What follows belongs to an exercise in optimizing a design on an open flow for small area; a production flow would make more cautious choices. The RTL was checked by simulation tests, not by an equivalence proof against the original design. The clock port is modelled as an ideal driver, which makes a skipped or thinned clock tree look cheaper than it is; a real chip needs a root buffer or a tree. Power and IR drop assume default switching activity.

==> job 186 <==
==> flow/design.v <==
module CSRFile (
    input             clk,
    input             live,
    input      [31:0] wdata,
    input             ms_w, ms_s, ms_c,    
    input             ie_w, ie_s, ie_c,    
    input             ip_w, ip_s, ip_c,    
    input             tv_w,                
    input             ep_w,                
    input             ca_w,                
    input             ca_trap,             
    input      [31:0] trap_cause,
    input             ep_trap,             
    input      [31:0] trap_pc,
    input             ep_scratch,          
    input      [31:0] scratch,
    input             ms_enter,            
    input             ms_exit,             
    output reg [31:0] mstatus,
    output reg [31:0] mie,
    output reg [31:0] mtvec,
    output reg [31:0] mepc,
    output reg [31:0] mcause,
    output reg [31:0] mip
);
    wire ms_set = ms_w | ms_s, ms_keep = ~ms_w & live;
    wire ie_set = ie_w | ie_s, ie_keep = ~ie_w & live;
    wire ip_set = ip_w | ip_s, ip_keep = ~ip_w & live;
    wire tv_keep = ~tv_w & live;
    wire ep_keep = ~(ep_w | ep_trap | ep_scratch) & live;
    wire ca_keep = ~(ca_w | ca_trap) & live;
    wire [31:0] ms_next = (wdata & {32{ms_set}}) | (mstatus & {32{ms_keep}} & ~(wdata & {32{ms_c}}));
    always @(posedge clk) begin
        mstatus <= {ms_next[31:8],
                    ms_enter ? mstatus[3] : (ms_exit | ms_next[7]),
                    ms_next[6:4],
                    ~ms_enter & (ms_exit ? mstatus[7] : ms_next[3]),
                    ms_next[2:0]};
        mie    <= (wdata & {32{ie_set}}) | (mie & {32{ie_keep}} & ~(wdata & {32{ie_c}}));
        mip    <= (wdata & {32{ip_set}}) | (mip & {32{ip_keep}} & ~(wdata & {32{ip_c}}));
        mtvec  <= (wdata & {32{tv_w}}) | (mtvec & {32{tv_keep}});
        mepc   <= (scratch & {32{ep_scratch}}) | (trap_pc & {32{ep_trap}}) | (wdata & {32{ep_w}})
                | (mepc & {32{ep_keep}});
        mcause <= (trap_cause & {32{ca_trap}}) | (wdata & {32{ca_w}}) | (mcause & {32{ca_keep}});
    end
endmodule
module ExceptionHandler (
    input  wire        clk,
    input  wire        rst,
    input  wire        exception,
    input  wire        mret,
    input  wire [31:0] mcause_in,
    input  wire [31:0] pc_actual,
    input  wire        csr_op_valid,
    input  wire [2:0]  csr_op_type,       
    input  wire [11:0] csr_op_addr,
    input  wire [31:0] csr_op_wdata,
    output wire [31:0] csr_op_rdata,
    output wire        csr_op_done,
    output wire [31:0] mtvec_vect_out,
    output wire [31:0] mepc_out,
    output wire        exception_handling_flag
);
    localparam IDLE = 3'd0, CSR = 3'd1, P0 = 3'd2, P1 = 3'd3,
               P2 = 3'd4, H1 = 3'd5, H2 = 3'd6, RST = 3'd7;
    reg [2:0] st;
    reg [2:0] rd;
    reg       live;
    wire s_csr = (st == CSR);
    wire a_ms = (csr_op_addr == 12'h300);
    wire a_ie = (csr_op_addr == 12'h304);
    wire a_tv = (csr_op_addr == 12'h305);
    wire a_ep = (csr_op_addr == 12'h341);
    wire a_ca = (csr_op_addr == 12'h342);
    wire a_ip = (csr_op_addr == 12'h344);
    wire t_r = s_csr & (csr_op_type == 3'd0);
    wire t_w = s_csr & (csr_op_type == 3'd1);
    wire t_s = s_csr & (csr_op_type == 3'd2);
    wire t_c = s_csr & (csr_op_type == 3'd3);
    wire [31:0] mstatus, mie, mtvec, mepc, mcause, mip;
    wire [31:0] scratch;
    CSRFile u_csrfile (
        .clk(clk), .live(live),
        .wdata(csr_op_wdata),
        .ms_w(t_w & a_ms), .ms_s(t_s & a_ms), .ms_c(t_c & a_ms),
        .ie_w(t_w & a_ie), .ie_s(t_s & a_ie), .ie_c(t_c & a_ie),
        .ip_w(t_w & a_ip), .ip_s(t_s & a_ip), .ip_c(t_c & a_ip),
        .tv_w(t_w & a_tv), .ep_w(t_w & a_ep), .ca_w(t_w & a_ca),
        .ca_trap(st == P0), .trap_cause(mcause_in),
        .ep_trap(st == P1), .trap_pc(pc_actual),
        .ep_scratch(st == P0), .scratch(scratch),
        .ms_enter(st == P2), .ms_exit(st == RST),
        .mstatus(mstatus), .mie(mie), .mtvec(mtvec), .mepc(mepc),
        .mcause(mcause), .mip(mip));
    always @(posedge clk or negedge rst) begin
        if (!rst) begin
            st <= IDLE;
            rd <= 3'd0;
            live <= 1'b0;
        end else begin
            live <= 1'b1;
            case (st)
                IDLE:    st <= exception ? P0 : csr_op_valid ? CSR : IDLE;
                P0:      st <= P1;
                P1:      st <= P2;
                P2:      st <= H1;
                H1, H2:  st <= mret ? RST : H2;
                default: st <= IDLE;
            endcase
            if (!s_csr)          rd <= 3'd0;
            else if (!t_r)       rd <= 3'd1;
            else if (a_ms)       rd <= 3'd2;
            else if (a_ie)       rd <= 3'd3;
            else if (a_tv)       rd <= 3'd4;
            else if (a_ep)       rd <= 3'd5;
            else if (a_ca)       rd <= 3'd6;
            else if (a_ip)       rd <= 3'd7;
            else                 rd <= 3'd1;
        end
    end
    assign csr_op_done = (rd != 3'd0);
    assign csr_op_rdata = ({32{rd == 3'd2}} & mstatus)
                        | ({32{rd == 3'd3}} & mie)
                        | ({32{rd == 3'd4}} & mtvec)
                        | ({32{rd == 3'd5}} & mepc)
                        | ({32{rd == 3'd6}} & mcause)
                        | ({32{rd == 3'd7}} & mip);
    wire        mode = mtvec[0];
    wire [14:0] la = mtvec[16:2];
    wire [14:0] lb = mcause_in[14:0] & {15{mode}};
    wire [15:0] lc;
    assign lc[0] = 1'b0;
    genvar i;
    generate for (i = 0; i < 15; i = i + 1) begin : g_lo
        assign lc[i+1] = (la[i] & lb[i]) | (lc[i] & (la[i] ^ lb[i]));
    end endgenerate
    assign scratch = {15'd0, la ^ lb ^ lc[14:0], 1'b0, lc[15]};
    wire [14:0] ha = mtvec[31:17];
    wire [14:0] hb = mcause[29:15] & {15{mode}};
    wire [15:0] hc;
    assign hc[0] = mepc[0];
    generate for (i = 0; i < 15; i = i + 1) begin : g_hi
        assign hc[i+1] = (ha[i] & hb[i]) | (hc[i] & (ha[i] ^ hb[i]));
    end endgenerate
    wire [29:0] vec = {ha ^ hb ^ hc[14:0], mepc[16:2]};
    assign mtvec_vect_out = {vec & {30{st == P1}}, 2'b00};
    assign mepc_out = mepc & {32{st == P2}};
    assign exception_handling_flag = (st == H2) | (st == RST);
endmodule
==> flow/flow/run.sh <==
#!/bin/bash
# Own layout flow: the standard ORFS flow with three changes:
#  - synthesis is the standard flow's own script (synth_recipe.tcl) with a different ABC
#    script for the combinational logic (area.abc), run with several seeds,
#    keeping the smallest mapping (synth.tcl); registers are untouched;
#  - port buffers use the smallest buffer cell;
#  - a two-level clock tree of its own (cts.tcl, in place of TritonCTS).
# Each tool's output goes to a log in the work folder.
set -euo pipefail
W=$PWD
F=$W/flow
export MY_ABC_SCRIPT=$F/area.abc
export MY_ABC_SEEDS="1 2 3 4 5 6 7 8 9 10"
export MY_CTS_LEAF_BUF=sky130_fd_sc_hd__clkbuf_16 MY_CTS_ROOT_BUF=sky130_fd_sc_hd__clkbuf_16
export MY_CTS_CLOCK_PORT=clk MY_CTS_FANOUT=27
RES=$W/orfs/results/sky130hd/ExceptionHandler/base
MK=(make -C "$FLOW_HOME" DESIGN_CONFIG="$W/config.mk" WORK_HOME="$W/orfs" CLKGATE_MAP_FILE=
    SYNTH_SCRIPT="$F/synth.tcl")

"${MK[@]}" synth > "$W/flow_synth.log" 2>&1

"${MK[@]}" "BUFFER_PORTS_ARGS=-buffer_cell sky130_fd_sc_hd__buf_1" \
    "PRE_CTS_TCL=$F/cts.tcl" finish > "$W/flow_layout.log" 2>&1

: # left out here: write the final layout as DEF
==> flow/flow/area.abc <==
strash
&get -n
&deepsyn -T 30 -S @SEED@
&put
dch -f
amap
topo
==> flow/flow/cts.tcl <==
# Sourced by ORFS's CTS step (PRE_CTS_TCL): replaces clock_tree_synthesis with
# a two-level clock tree.  The flip-flops are split by recursive bisection of
# their positions into clusters of at most MY_CTS_FANOUT; each cluster gets a
# leaf buffer at its centre, and one root buffer, fed by the clock port,
# drives the leaf buffers.  All leaves see the same number of buffers and
# about the same load, so the tree is balanced.
proc my_cts_split {items parts} {
  # items: list of {iterm x y}; returns parts clusters of near-equal size,
  # cut across the longer side of the region, recursively
  if {$parts <= 1} { return [list $items] }
  set xs [lmap it $items {lindex $it 1}]
  set ys [lmap it $items {lindex $it 2}]
  set dx [expr {[tcl::mathfunc::max {*}$xs] - [tcl::mathfunc::min {*}$xs]}]
  set dy [expr {[tcl::mathfunc::max {*}$ys] - [tcl::mathfunc::min {*}$ys]}]
  set k [expr {$dx >= $dy ? 1 : 2}]
  set sorted [lsort -integer -index $k $items]
  set lo [expr {$parts / 2}]
  set cut [expr {int(round([llength $sorted] * double($lo) / $parts))}]
  return [concat [my_cts_split [lrange $sorted 0 [expr {$cut - 1}]] $lo] \
                 [my_cts_split [lrange $sorted $cut end] [expr {$parts - $lo}]]]
}

proc clock_tree_synthesis {args} {
  set block [ord::get_db_block]
  set db [ord::get_db]
  set leaf_master [$db findMaster $::env(MY_CTS_LEAF_BUF)]
  set root_master [$db findMaster $::env(MY_CTS_ROOT_BUF)]
  set clk_net [[$block findBTerm $::env(MY_CTS_CLOCK_PORT)] getNet]
  set items {}
  foreach it [$clk_net getITerms] {
    set bb [[$it getInst] getBBox]
    lappend items [list $it [expr {([$bb xMin] + [$bb xMax]) / 2}] [expr {([$bb yMin] + [$bb yMax]) / 2}]]
  }
  set parts [expr {int(ceil([llength $items] / double($::env(MY_CTS_FANOUT))))}]
  set clusters [my_cts_split $items $parts]
  set root_net [odb::dbNet_create $block clknet_root]
  $root_net setSigType CLOCK
  set sx 0; set sy 0; set n 0
  set k 0
  foreach cl $clusters {
    set cx 0; set cy 0
    foreach it $cl { set cx [expr {$cx + [lindex $it 1]}]; set cy [expr {$cy + [lindex $it 2]}] }
    set cx [expr {$cx / [llength $cl]}]; set cy [expr {$cy / [llength $cl]}]
    set net [odb::dbNet_create $block clknet_leaf_$k]
    $net setSigType CLOCK
    set buf [odb::dbInst_create $block $leaf_master clkbuf_leaf_$k]
    $buf setLocation $cx $cy
    $buf setPlacementStatus PLACED
    foreach it $cl {
      set iterm [lindex $it 0]
      $iterm disconnect
      $iterm connect $net
    }
    [$buf findITerm X] connect $net
    [$buf findITerm A] connect $root_net
    puts "clock tree: leaf $k, [llength $cl] flip-flops"
    set sx [expr {$sx + $cx}]; set sy [expr {$sy + $cy}]; incr n
    incr k
  }
  set root [odb::dbInst_create $block $root_master clkbuf_root]
  $root setLocation [expr {$sx / $n}] [expr {$sy / $n}]
  $root setPlacementStatus PLACED
  [$root findITerm A] connect $clk_net
  [$root findITerm X] connect $root_net
  puts "clock tree: 1 root buffer, $n leaf buffers"
  set_propagated_clock [all_clocks]
}
==> flow/flow/synth.tcl <==
# The standard flow's synthesis script, with ABC run on the script in MY_ABC_SCRIPT
# instead of ORFS's.  ABC maps only the combinational logic; the registers are
# as the standard synthesis makes them.  The script's @SEED@ is replaced by
# each seed in MY_ABC_SEEDS in turn, and the mapping with the smallest cell
# area is kept.
proc abc {args} {
  set i [lsearch -exact $args -script]
  set lib [lindex $args [expr {[lsearch -exact $args -liberty] + 1}]]
  set fh [open $::env(MY_ABC_SCRIPT) r]
  set text [read $fh]
  close $fh
  yosys design -save my_pre_abc
  set best_area 1e30
  set best_seed ""
  foreach seed $::env(MY_ABC_SEEDS) {
    yosys design -load my_pre_abc
    set script $::env(OBJECTS_DIR)/abc_seed_$seed.script
    set fh [open $script w]
    puts -nonewline $fh [string map [list @SEED@ $seed] $text]
    close $fh
    lset args [expr {$i + 1}] $script
    yosys abc {*}$args
    set report [tee -q -s result.string stat -liberty $lib]
    regexp {Chip area for module [^:]*: ([0-9.]+)} $report -> area
    puts "ABC seed $seed: cell area $area"
    if { $area < $best_area } {
      set best_area $area
      set best_seed $seed
      yosys design -save my_best_abc
    }
  }
  puts "ABC: keeping seed $best_seed, cell area $best_area"
  yosys design -load my_best_abc
}
source [file join [file dirname [file dirname [file normalize [info script]]]] synth_recipe.tcl]
==> flow/standard.sh <==
#!/bin/bash
# synth_recipe.tcl (not shown) runs the flow's synth.tcl, then flattens the netlist and writes it again
# the make line also repeats each setting of config.mk as NAME=value (left out here)
make -C /OpenROAD-flow-scripts/flow DESIGN_CONFIG=/design/flow/config.mk WORK_HOME=/design/flow/orfs CLKGATE_MAP_FILE= SYNTH_SCRIPT=/design/flow/synth_recipe.tcl "${@:-finish}"
==> flow/config.mk <==
export PLATFORM = sky130hd
export DESIGN_NAME = ExceptionHandler
export DESIGN_NICKNAME = ExceptionHandler
export VERILOG_FILES = /design/flow/design.v
export SDC_FILE = /design/flow/constraint.sdc
export NUM_CORES = 4
export LEC_CHECK = 0
export ABC_AREA = 1
export CAP_MARGIN = 20
export CORE_MARGIN = 2
export CORE_UTILIZATION = 40
export SLEW_MARGIN = 20
==> flow/constraint.sdc <==
create_clock -name core_clock -period 10.0 [get_ports {clk}]
set_input_delay 2.0000 -clock core_clock [delete_from_list [all_inputs] [get_ports {clk}]]
set_output_delay 2.0000 -clock core_clock [all_outputs]
set_load 0.01 [all_outputs]
==> job 3231: changes against job 186 <==
==> flow/flow/run.sh (replaced) <==
#!/bin/bash
# Own layout flow: the standard ORFS flow with three changes:
#  - synthesis is the standard flow's own script (synth_recipe.tcl) with a different ABC
#    script for the combinational logic (area.abc), run with several seeds,
#    keeping the smallest mapping (synth.tcl); registers are untouched;
#  - port buffers use the smallest buffer cell;
#  - clock tree with its own clustering and buffer choice, no dummy loads.
# Each tool's output goes to a log in the work folder.
set -euo pipefail
W=$PWD
F=$W/flow
export MY_ABC_SCRIPT=$F/area.abc
export MY_ABC_SEEDS="1 2 3 4 5 6 7 8 9 10"
RES=$W/orfs/results/sky130hd/ExceptionHandler/base
MK=(make -C "$FLOW_HOME" DESIGN_CONFIG="$W/config.mk" WORK_HOME="$W/orfs" CLKGATE_MAP_FILE=
    SYNTH_SCRIPT="$F/synth.tcl")

"${MK[@]}" synth > "$W/flow_synth.log" 2>&1

"${MK[@]}" "BUFFER_PORTS_ARGS=-buffer_cell sky130_fd_sc_hd__buf_1" \
    "CTS_ARGS=$(cat "$F/cts_args.txt")" finish > "$W/flow_layout.log" 2>&1

: # left out here: write the final layout as DEF
==> flow/flow/cts_args.txt (new file) <==
-sink_clustering_enable -repair_clock_nets -sink_clustering_size 25 -sink_clustering_max_diameter 80 -buf_list sky130_fd_sc_hd__clkbuf_16 -dont_use_dummy_load
removed: flow/flow/cts.tcl
==> job 8980: changes against job 186 <==
==> flow/design.v, changed modules only <==
module ExceptionHandler (
    input  wire        clk,
    input  wire        rst,
    input  wire        exception,
    input  wire        mret,
    input  wire [31:0] mcause_in,
    input  wire [31:0] pc_actual,
    input  wire        csr_op_valid,
    input  wire [2:0]  csr_op_type,       
    input  wire [11:0] csr_op_addr,
    input  wire [31:0] csr_op_wdata,
    output wire [31:0] csr_op_rdata,
    output wire        csr_op_done,
    output wire [31:0] mtvec_vect_out,
    output wire [31:0] mepc_out,
    output wire        exception_handling_flag
);
    localparam IDLE = 4'd0, CSR = 4'd9, P0 = 4'd10, P1 = 4'd11,
               P2 = 4'd12, H1 = 4'd13, H2 = 4'd14, RST = 4'd15;
    reg [3:0] st;
    reg       live;
    wire s_csr = (st == CSR);
    wire a_ms = (csr_op_addr == 12'h300);
    wire a_ie = (csr_op_addr == 12'h304);
    wire a_tv = (csr_op_addr == 12'h305);
    wire a_ep = (csr_op_addr == 12'h341);
    wire a_ca = (csr_op_addr == 12'h342);
    wire a_ip = (csr_op_addr == 12'h344);
    wire t_r = s_csr & (csr_op_type == 3'd0);
    wire t_w = s_csr & (csr_op_type == 3'd1);
    wire t_s = s_csr & (csr_op_type == 3'd2);
    wire t_c = s_csr & (csr_op_type == 3'd3);
    wire [31:0] mstatus, mie, mtvec, mepc, mcause, mip;
    wire [31:0] scratch;
    CSRFile u_csrfile (
        .clk(clk), .live(live),
        .wdata(csr_op_wdata),
        .ms_w(t_w & a_ms), .ms_s(t_s & a_ms), .ms_c(t_c & a_ms),
        .ie_w(t_w & a_ie), .ie_s(t_s & a_ie), .ie_c(t_c & a_ie),
        .ip_w(t_w & a_ip), .ip_s(t_s & a_ip), .ip_c(t_c & a_ip),
        .tv_w(t_w & a_tv), .ep_w(t_w & a_ep), .ca_w(t_w & a_ca),
        .ca_trap(st == P0), .trap_cause(mcause_in),
        .ep_trap(st == P1), .trap_pc(pc_actual),
        .ep_scratch(st == P0), .scratch(scratch),
        .ms_enter(st == P2), .ms_exit(st == RST),
        .mstatus(mstatus), .mie(mie), .mtvec(mtvec), .mepc(mepc),
        .mcause(mcause), .mip(mip));
    always @(posedge clk or negedge rst) begin
        if (!rst) begin
            st <= IDLE;
            live <= 1'b0;
        end else begin
            live <= 1'b1;
            if (!st[3])
                st <= exception ? P0 : csr_op_valid ? CSR : IDLE;
            else case (st)
                CSR:     st <= !t_r ? 4'd1 : a_ms ? 4'd2 : a_ie ? 4'd3 : a_tv ? 4'd4 :
                               a_ep ? 4'd5 : a_ca ? 4'd6 : a_ip ? 4'd7 : 4'd1;
                P0:      st <= P1;
                P1:      st <= P2;
                P2:      st <= H1;
                H1, H2:  st <= mret ? RST : H2;
                default: st <= IDLE;
            endcase
        end
    end
    assign csr_op_done = ~st[3] & (st[2:0] != 3'd0);
    assign csr_op_rdata = ({32{st == 4'd2}} & mstatus)
                        | ({32{st == 4'd3}} & mie)
                        | ({32{st == 4'd4}} & mtvec)
                        | ({32{st == 4'd5}} & mepc)
                        | ({32{st == 4'd6}} & mcause)
                        | ({32{st == 4'd7}} & mip);
    wire        mode = mtvec[0];
    wire [14:0] la = mtvec[16:2];
    wire [14:0] lb = mcause_in[14:0] & {15{mode}};
    wire [15:0] lc;
    assign lc[0] = 1'b0;
    genvar i;
    generate for (i = 0; i < 15; i = i + 1) begin : g_lo
        assign lc[i+1] = (la[i] & lb[i]) | (lc[i] & (la[i] ^ lb[i]));
    end endgenerate
    assign scratch = {15'd0, la ^ lb ^ lc[14:0], 1'b0, lc[15]};
    wire [14:0] ha = mtvec[31:17];
    wire [14:0] hb = mcause[29:15] & {15{mode}};
    wire [15:0] hc;
    assign hc[0] = mepc[0];
    generate for (i = 0; i < 15; i = i + 1) begin : g_hi
        assign hc[i+1] = (ha[i] & hb[i]) | (hc[i] & (ha[i] ^ hb[i]));
    end endgenerate
    wire [29:0] vec = {ha ^ hb ^ hc[14:0], mepc[16:2]};
    assign mtvec_vect_out = {vec & {30{st == P1}}, 2'b00};
    assign mepc_out = mepc & {32{st == P2}};
    assign exception_handling_flag = (st == H2) | (st == RST);
endmodule
--- a/flow/flow/run.sh
+++ b/flow/flow/run.sh
@@ -11,7 +11,7 @@
 F=$W/flow
 export MY_ABC_SCRIPT=$F/area.abc
-export MY_ABC_SEEDS="1 2 3 4 5 6 7 8 9 10"
-export MY_CTS_LEAF_BUF=sky130_fd_sc_hd__clkbuf_16 MY_CTS_ROOT_BUF=sky130_fd_sc_hd__clkbuf_16
-export MY_CTS_CLOCK_PORT=clk MY_CTS_FANOUT=27
+export MY_ABC_SEEDS="1 2 3 4 5 6 7 8 9 10 11 12 13 14 15 16 17 18 19 20 21 22 23 24 25 26 27 28 29 30 31 32"
+export MY_CTS_LEAF_BUF=sky130_fd_sc_hd__clkbuf_8 MY_CTS_ROOT_BUF=sky130_fd_sc_hd__clkbuf_16
+export MY_CTS_CLOCK_PORT=clk MY_CTS_FANOUT=16
 RES=$W/orfs/results/sky130hd/ExceptionHandler/base
 MK=(make -C "$FLOW_HOME" DESIGN_CONFIG="$W/config.mk" WORK_HOME="$W/orfs" CLKGATE_MAP_FILE=
==> comparison <==
- Job 3231 produced a clean layout. Job 186 finished with timing, DRC and antenna clean. Job 8980 finished clean.
- Utilization: job 3231 > job 186 > job 8980.
- Sequential share of layout area: job 3231 < job 186 < job 8980.
- In combinational power, job 186 and job 3231 hardly differ.
- Global-route usage: job 3231 > job 186 > job 8980.
==> figures <==
quantity                                                          job 3231    job 186   job 8980
DR pass1 iterations                                                      8          7          9
Layout net count                                                      1442       1434       1419
Smallest hold slack                                              0.4714 ns  0.4777 ns  0.4787 ns
Power in the clock group                                          0.571 mW   0.414 mW   0.389 mW
Synthesized-area fraction occupied by ao, oa, aoi and oai cells     29.96%     29.96%     30.11%
Worst slew margin relative to its limit                             30.03%     30.62%     33.98%
Routed length on met1                                             14.63 mm   14.50 mm   14.72 mm
Detailed Route Iter0 Violations                                        928        817       1023
Wire length on met2                                               15.34 mm   15.19 mm   15.14 mm
Run status                                        timing/DRC/antenna clean  timing/DRC/antenna clean  timing/DRC/antenna clean
In job 186 and job 8980 the design's own scripts or RTL, not TritonCTS, make the clock network.

port drivers added, routing unchanged:
In the flow no input, the clock included, has a driving cell. The finished layouts below were timed again as built, in two steps. Step 1, drivers: a clkbuf_16 drives clk and a buf_2 each remaining input, both assumed. Step 2 times the ports against the registers' clock, not the clock port: input delays grow and output delays shrink by t, the midpoint of the rising clock arrivals with the driver on. Slacks: ideal ports / drivers / drivers and shift; pairs: ideal ports / drivers.
run	shift t [ns]	setup WS [ns]	hold slack, ns	worst data-port slew with drivers (ns)	cell pins on the clock port's net
job 186	0.435	0.521 / 0.478 / 0.913	0.478 / 0.478 / 0.478	0.08	1
job 3231	0.477	0.507 / 0.460 / 0.936	0.471 / 0.471 / 0.471	0.07	1
job 8980	0.448	0.748 / 0.701 / 1.030	0.479 / 0.479 / 0.479	0.07	1
After both steps setup and hold are still met in every run listed.
